From an optimization exercise on the open Yosys and OpenROAD flow, aimed at small area, a short achievable clock period and few clock cycles; shortcuts taken in it are not production practice. Only simulation tests tie the RTL to the original design; equivalence was not proved. Power is estimated from default activity; no workload was simulated.

==> flow/design.v (excerpt) <==
module core #(                              
	parameter ADDR_W = 32,
	parameter INST_W = 32,
	parameter DATA_W = 32
)(
	input                   i_clk,
	input                   i_rst_n,
	output     [ ADDR_W-1 : 0 ] o_i_addr,
	input      [ INST_W-1 : 0 ] i_i_inst,
	output reg                  o_d_wen,
	output     [ ADDR_W-1 : 0 ] o_d_addr,
	output     [ DATA_W-1 : 0 ] o_d_wdata,
	input      [ DATA_W-1 : 0 ] i_d_rdata,
	output reg [    1 : 0 ] o_status,
	output reg              o_status_valid
);
==> flow/config.mk <==
export PLATFORM = sky130hd
export DESIGN_NAME = core
export DESIGN_NICKNAME = core
export VERILOG_FILES = /design/flow/design.v
export SDC_FILE = /design/flow/constraint.sdc
export NUM_CORES = 4
export LEC_CHECK = 0
export ABC_CLOCK_PERIOD_IN_PS = 4000
export CAP_MARGIN = 20
export CORE_MARGIN = 2
export CORE_UTILIZATION = 40
export CTS_CLUSTER_DIAMETER = 100
export CTS_CLUSTER_SIZE = 30
export SLEW_MARGIN = 20
==> flow/constraint.sdc <==
create_clock -name core_clock -period 12.0 [get_ports {i_clk}]
set_input_delay 2.4000 -clock core_clock [delete_from_list [all_inputs] [get_ports {i_clk}]]
set_output_delay 2.4000 -clock core_clock [all_outputs]
set_load 0.01 [all_outputs]
standard.sh (not shown) runs the stock make flow with config.mk's settings and CLKGATE_MAP_FILE= SYNTH_SCRIPT=/design/flow/synth_recipe.tcl, a recipe that flattens the netlist after the stock synthesis.
==> flow/flow/run.sh <==
#!/bin/bash
# Standard ORFS layout (the standard.sh) with:
#  - repair_timing asked to leave extra setup slack, so the design runs well
#    below the clock period;
#  - port buffers of a small fast cell (buf_2) rather than the default pick;
#  - a clock tree of clkbuf_8 cells.
set -euo pipefail
bash standard.sh SETUP_SLACK_MARGIN=8.0 \
  "BUFFER_PORTS_ARGS=-buffer_cell sky130_fd_sc_hd__buf_2" \
  finish > flow_make.log 2>&1
Testbench counts at the start, summed over its fixed seeds: cycles 39,584.
Edit:
==> flow/flow/run.sh (replaced) <==
#!/bin/bash
# Standard ORFS layout (the standard.sh) with:
#  - repair_timing asked to leave extra setup slack, so the design runs well
#    below the clock period;
#  - port buffers of a small fast cell (buf_2) rather than the default pick.
# Clock tree sink clusters are set in config.mk.
# make's own output goes to flow_make.log; ORFS keeps each step's log under orfs/logs.
set -euo pipefail
bash standard.sh SETUP_SLACK_MARGIN=8.2 \
  "BUFFER_PORTS_ARGS=-buffer_cell sky130_fd_sc_hd__buf_2" \
  finish > flow_make.log 2>&1
--- a/flow/config.mk
+++ b/flow/config.mk
@@ -11,4 +11,4 @@
 export CORE_UTILIZATION = 40
-export CTS_CLUSTER_DIAMETER = 100
-export CTS_CLUSTER_SIZE = 30
+export CTS_CLUSTER_DIAMETER = 80
+export CTS_CLUSTER_SIZE = 20
 export SLEW_MARGIN = 20
Outcome: Sequential power fell by about 0.7%. Die area is unchanged. Design area rose by about 3.4%. Sequential share of layout area fell by 1.5 points. Critical path depth rose by 1. Worst setup slack got worse by 0.14 ns. Hold slack improved by 0.0037 ns.

the reference run:
Another version of the RTL of core (not shown whole).
For scale: ~1,400 flip-flops.
export LEC_CHECK = 0
export ABC_CLOCK_PERIOD_IN_PS = 4000
export CAP_MARGIN = 20
export CORE_MARGIN = 2
export CORE_UTILIZATION = 40
export CTS_CLUSTER_DIAMETER = 80
export CTS_CLUSTER_SIZE = 20
export SLEW_MARGIN = 20
export SYNTH_HIERARCHICAL = 1
create_clock -name core_clock -period 12.0 [get_ports {i_clk}]
==> flow/flow/run.sh <==
#!/bin/bash
# Standard ORFS layout (the standard.sh) with:
#  - repair_timing asked to leave extra setup slack, so the design runs well
#    below the clock period;
#  - port buffers of a small fast cell (buf_2) rather than the default pick.
# Clock tree sink clusters are set in config.mk.
# make's own output goes to flow_make.log; ORFS keeps each step's log under orfs/logs.
set -euo pipefail
bash standard.sh SETUP_SLACK_MARGIN=7.9 \
  "BUFFER_PORTS_ARGS=-buffer_cell sky130_fd_sc_hd__buf_2" \
  finish > flow_make.log 2>&1
Testbench counts of the reference run, summed over its fixed seeds: cycles 39,787.
Input changes introduced in the trial run (baseline for comparison: the reference run):
-- flow/flow/run.sh --
<<< the reference run, line 8
set -euo pipefail
bash standard.sh SETUP_SLACK_MARGIN=7.9 \
  "BUFFER_PORTS_ARGS=-buffer_cell sky130_fd_sc_hd__buf_2" \
>>> the trial run, line 8
set -euo pipefail
bash standard.sh SETUP_SLACK_MARGIN=8.1 \
  "BUFFER_PORTS_ARGS=-buffer_cell sky130_fd_sc_hd__buf_2" \
Findings:
Relative to the reference run, final clock period utilization by the worst path has decreased by 0.26 points in the trial run. Of the trial run and the reference run, it is the trial run that has the higher clock-cell share of area. Share of power burned in the clock network in the trial run is 0.8 points higher than in the reference run. Diff the trial run and the reference run: area growth from synthesis to layout lower in the reference run.

[static timing again, ports no longer ideal]
How much do the figures lean on ideal ports? The routed layouts below were timed once more, with nothing changed but the port constraints.
Step 1: set_driving_cell puts a clkbuf_16 on i_clk and a buf_2 on each other input, an assumption about the parent block.
Step 2 adds t to the input delays and takes it off the output delays; t is the mean of the earliest and latest rising clock arrival at the registers after step 1. Input paths then give back, and output paths get back, about the clock's delay inside the block.
Slacks: no drivers / after step 1 / after step 2; pairs: no drivers / after step 1.
| run | t, ns | setup slack, ns | worst setup path after step 2 | pins driven straight from the clock port |
|---|---|---|---|---|
| the first run of note 1 | 0.800 | 7.793 / 7.529 / 6.729 | input to register | 1 |
| the second run of note 1 | 0.782 | 7.653 / 7.467 / 6.684 | input to register | 1 |
| the reference run | 0.788 | 7.861 / 7.687 / 6.898 | input to register | 1 |
| the trial run | 0.789 | 7.892 / 7.834 / 7.044 | input to register | 1 |
After both steps setup and hold are still met in every run listed. For the first run of note 1, which loses most, drivers alone change the setup slack by -0.264 ns; drivers and shift together by -1.064 ns.
